Context: an optimization exercise on an open-source flow, tuned for small area. The choices shown serve that exercise and are no tape-out recipe. Only simulation tests tie the RTL to the original design; equivalence was not proved. No activity file was given, so power comes from the tool's default toggle rates.

--- run.sh ---
#!/bin/bash
# synth_recipe.tcl (not shown) runs the flow's synth.tcl, then flattens the netlist and writes it again
# the make line also repeats each setting of config.mk as NAME=value (left out here)
make -C /OpenROAD-flow-scripts/flow DESIGN_CONFIG=/design/flow/config.mk WORK_HOME=/design/flow/orfs CLKGATE_MAP_FILE= SYNTH_SCRIPT=/design/flow/synth_recipe.tcl finish
--- design.v ---
module ALU_16_bit(
input wire [15:0] A,
input wire [15:0] B,
input wire [3:0] ALU_FUN,
input wire clk,
output reg [15:0] ALU_OUT,
output reg Carry_Flag,
output reg Arith_Flag,
output reg Logic_Flag,
output reg CMP_Flag,
output reg Shift_Flag
);
reg [15:0] ALU_OUT_Comb;
always @ (*)
 begin
  Arith_Flag = 0;
  Logic_Flag = 0;
  CMP_Flag = 0;
  Shift_Flag = 0;
  Carry_Flag = 0;
  case (ALU_FUN)
    4'b0000: begin
	          {Carry_Flag, ALU_OUT_Comb} = A + B;
	          Arith_Flag = 1; 
			 end
	4'b0001: begin 
	          {Carry_Flag, ALU_OUT_Comb} = A - B;
	          Arith_Flag = 1;
 			 end
	4'b0010: begin 
	          ALU_OUT_Comb = A * B;
	          Arith_Flag = 1; 
			 end
	4'b0011: begin
	          if (B != 16'b0)
	           begin
			    ALU_OUT_Comb = A / B;
				Arith_Flag = 1;
			   end
			  else
			   begin
			    ALU_OUT_Comb = 16'b0;
				Arith_Flag = 1;
			   end
			 end
	4'b0100: begin 
	          ALU_OUT_Comb = A & B;
	          Logic_Flag = 1; 
			 end
	4'b0101: begin
	          ALU_OUT_Comb = A | B;
	          Logic_Flag = 1;
			 end
	4'b0110: begin 
	          ALU_OUT_Comb = ~ (A & B);
	          Logic_Flag = 1;
			 end
	4'b0111: begin
	          ALU_OUT_Comb = ~ (A | B);
	          Logic_Flag = 1;
			 end
	4'b1000: begin
	          ALU_OUT_Comb = A ^ B;
	          Logic_Flag = 1;
			 end
	4'b1001: begin 
	          ALU_OUT_Comb = ~ (A ^ B);
	          Logic_Flag = 1;
			 end
	4'b1010: begin
	          if (A == B)
	           begin
			    ALU_OUT_Comb = 16'b1;
				CMP_Flag = 1;
			   end
			  else
			   begin
			    ALU_OUT_Comb = 16'b0;
				CMP_Flag = 1;
			   end
			 end
	4'b1011: begin
	          if (A > B)
	           begin
			    ALU_OUT_Comb = 16'b10;
				CMP_Flag = 1;
			   end
			  else
			   begin
			    ALU_OUT_Comb = 16'b0;
				CMP_Flag = 1;
			   end
			 end
	4'b1100: begin
	          if (A < B)
	           begin
			    ALU_OUT_Comb = 16'b11;
				CMP_Flag = 1;
			   end
			  else
			   begin
			    ALU_OUT_Comb = 16'b0;
				CMP_Flag = 1;
			   end
			 end
	4'b1101: begin 
	          ALU_OUT_Comb = A >> 1 ;
	          Shift_Flag = 1;
			 end
	4'b1110: begin
           	  ALU_OUT_Comb = A << 1 ;
	          Shift_Flag = 1;
			 end
	default: ALU_OUT_Comb = 16'b0;
  endcase
 end
always @ (posedge clk)
 begin
  ALU_OUT <= ALU_OUT_Comb;
 end 
endmodule
--- constraint.sdc ---
create_clock -name core_clock -period 31.0 [get_ports {clk}]
set_input_delay 6.2000 -clock core_clock [delete_from_list [all_inputs] [get_ports {clk}]]
set_output_delay 6.2000 -clock core_clock [all_outputs]
set_load 0.01 [all_outputs]
--- config.mk ---
export PLATFORM = sky130hd
export DESIGN_NAME = ALU_16_bit
export DESIGN_NICKNAME = ALU_16_bit
export VERILOG_FILES = /design/flow/design.v
export SDC_FILE = /design/flow/constraint.sdc
export NUM_CORES = 4
export LEC_CHECK = 0
export CAP_MARGIN = 20
export CORE_MARGIN = 2
export CORE_UTILIZATION = 40
export SLEW_MARGIN = 20
==> metrics.cfg <==
[place]
hpwlAfterDp_um = 46600
dp.cells = 2549
port_buffers = 57
gpl.final_weighted_congestion = 1.00

[synth]
yosysWarningCount = 1
synth_edf_count = 0
ys_types = 93
synthFlopType = dfxtp_1
ys_async_sr_fraction = 0
synth.avg_cell_area_um2 = 7.32
syn_nets = 2285
netlist_instances = 1930
synth-seq-cells = 16
synth_area_um2 = 14100
synth-seq-area-share = 0.0227

[floorplan]
fp.dieH_um = 192
core_um2 = 34600
io_pins = 58
die_area_um2 = 36800
die_w_um = 192
placementRows = 68
start_util = 0.408

[sta]
maxSlewViolCount = 0
worst_pin_slew_ns = 1.14
finalHoldViolations = 0
fmax_ghz = 0.0332
post-route-min-period_ns = 30.14
fin_crit_sh = 0.972
setup_viol = 0
relSlewSlack = 0.231

[layout]
nets = 2496
syn2layout_area_growth_pct = 24.8
final_layout_size_suffix_gt1_frac = 0.199
layout_common_cells = 221 x buf_4, 211 x ha_1, 198 x nand2_1, 192 x nor2_1, 180 x inv_1
largest_register_ffs = 16
final_common_cell = buf_4
fin_util = 0.509
top_register = ALU_OUT
final_cells = 2595
diodes = 0
largest_registers = ALU_OUT x16

[power]
peakVddDrop_mv = 0.113
powerDensity_nw_per_um2 = 43.9
switchingPower_uw = 436
power_frac_comb = 0.919
pwr-share-clk = 0.044
seqPwrFrac = 0.037
power_leakage_nw = 8.01
swShare = 0.563
p_int_uw = 339

[grt]
grt_pass1_vias = 15100
grt_usage = 0.324
grt_first_pass_wirelength_um = 90500
grt_antenna_before_repair = 0
grt_max_degree = 37
overflow = 0

[detailed_routing]
drt-wirelength-per-cell_um = 23.6
drt-vias-per-instance = 6.21
drcViolationCount = 0
drtPass1Iterations = 6
drt-initial-drc-count = 1539
wl_um = 61300
ant_nets = 0
vias = 16100

[setup_path]
cpMostUsedCell = ha_1
critPathBufInv = 14
arrival_ns = 30.31
path_class = in -> reg
cp_top_family = compound AO/OA/AOI/OAI gates
crit_path_max_incr_delay_ns = 0.65
cp.required_ns = 31.17
start_kind = input pin
endpoint_kind = register
critical-path-slowest-cell = or4b_2
crit_fanout = 8

[clock_network]
cts_max_level = 1
cts_max_path_buffers = 2
clk_pin_slew_ns = 0.07
cts_tree = done
hold_buffers = 0
cts.sinks = 16
cts_root_buf = clkbuf_16
cts_buffers = 3

[run]
cap_violations = 0

[status]
status = timing/DRC/antenna clean

[worst_hold_path]
hp-class = in -> reg

## metrics by stage
| step | hold slack [ns] | setup WS (ns) | setup TNS [ns] | power (mW) | cell area, µm² |
|---|---|---|---|---|---|
| 2_1_floorplan | 6.44 | 0.0720 | 0 | 0.481 | 14100 |
| 3_3_place_gp | 6.94 | -0.470 | -0.470 | 0.691 | 16400 |
| 3_5_place_dp | 6.94 | -0.941 | -0.941 | 0.700 | 16400 |
| 4_1_cts | 6.94 | 0.0480 | 0 | 0.741 | 16500 |
| 5_1_grt | 6.85 | -0.293 | -0.293 | 0.845 | 17600 |
| 6_report | 6.79 | 0.857 | 0 | 0.775 | 17600 |
## worst min-delay path: stages
cell and delay, ns:
dlymetal6s2s_1 0.19, buf_4 0.19, nor2_1 0.11, o21ai_2 0.12, buf_4 0.13, o211ai_1 0.08
## cells in the mapped netlist, drive strengths merged, types with 20 or more instances
master,n,area (µm²)
a211oi,23,173
a21o,30,225
a21oi,128,656
a31oi,20,153
clkbuf,64,240
fa,82,1640
ha,236,2950
inv,181,679
nand2,199,747
nand3,30,150
nor2,199,747
nor3,52,275
o211ai,31,238
o21a,31,233
o21ai,100,504
o221ai,20,181
or3,20,125
xnor2,74,648
xor2,39,342
## power groups by stage
stage	sequential, mW	clock, mW	combinational (mW)
2_1_floorplan	0.0315	0	0.450
3_3_place_gp	0.0294	0	0.661
3_5_place_dp	0.0294	0	0.670
4_1_cts	0.0290	0.0348	0.677
5_1_grt	0.0292	0.0347	0.781
6_report	0.0289	0.0338	0.712
## final timing paths
kind	slack [ns]	end	cells after the start	startpoint
worst max-delay path	0.86	ALU_OUT[0]	114	B[0]
worst min-delay path	6.79	ALU_OUT[6]	6	B[10]
## what timing repair did
action | CTS | global route
gates cloned | 0 | 1
buffers inserted | 0 | 41
pin swaps | 1 | 61
setup endpoints to repair | 1 | 2
resized for setup | 16 | 160
## metal layers
layer,wire length (µm),global-route usage,share of wire,vias up
li1,-,-,-,7365
met1,25900,0.441,0.42,7755
met2,27100,0.525,0.44,828
met3,5470,0.0373,0.089,163
met4,2840,0.123,0.046,0
met5,0,0,0,-
## layout make-up
| cell class | count | area (µm²) |
|---|---|---|
| flip-flops and latches | 16 | 320 |
| well taps | 455 | 569 |
| fillers | 3424 | 17000 |
| multi-input cells | 1650 | 13600 |
| inverters | 185 | 694 |
| repair buffers | 285 | 2340 |
| clock buffers | 4 | 88.8 |
## cell families after synthesis
family | after synthesis | share of synthesized area
and+or+nand+nor | 620 | 0.204
AOI/OAI and AO/OA | 563 | 0.278
adders and majority gates | 318 | 0.325
buffers and inverters | 265 | 0.0727
xor gates and xnor gates | 113 | 0.0700
muxes | 35 | 0.0272
DFF | 16 | 0.0227

afterwards: timing with drivers on the ports:
No port has a modelled driver above. Below, the same layout with a new extraction and two added sets of constraints.
Step 1 sets driving cells, clkbuf_16 on the clock port and buf_2 on the other inputs (assumed; they add their load-dependent delay and slew).
Step 2 moves the port delays by t, midway between the first and last clock arrival at a register: inputs arrive t later, outputs are due t later. That takes back most of the time a late clock gives input paths.
a / b / c = ideal / step 1 / step 2; a / b = the first two.
t (ns): 0.318
setup WS [ns]: 0.857 / 0.870 / 0.552
hold WS [ns]: 6.795 / 6.785 / 6.959
worst slew at a driven data input, ns: 0.08
pins driven straight from the clock port: 1
After both steps setup and hold are still met in this run. The setup slack of this run moves by +0.013 ns with the drivers and by -0.305 ns with both steps.
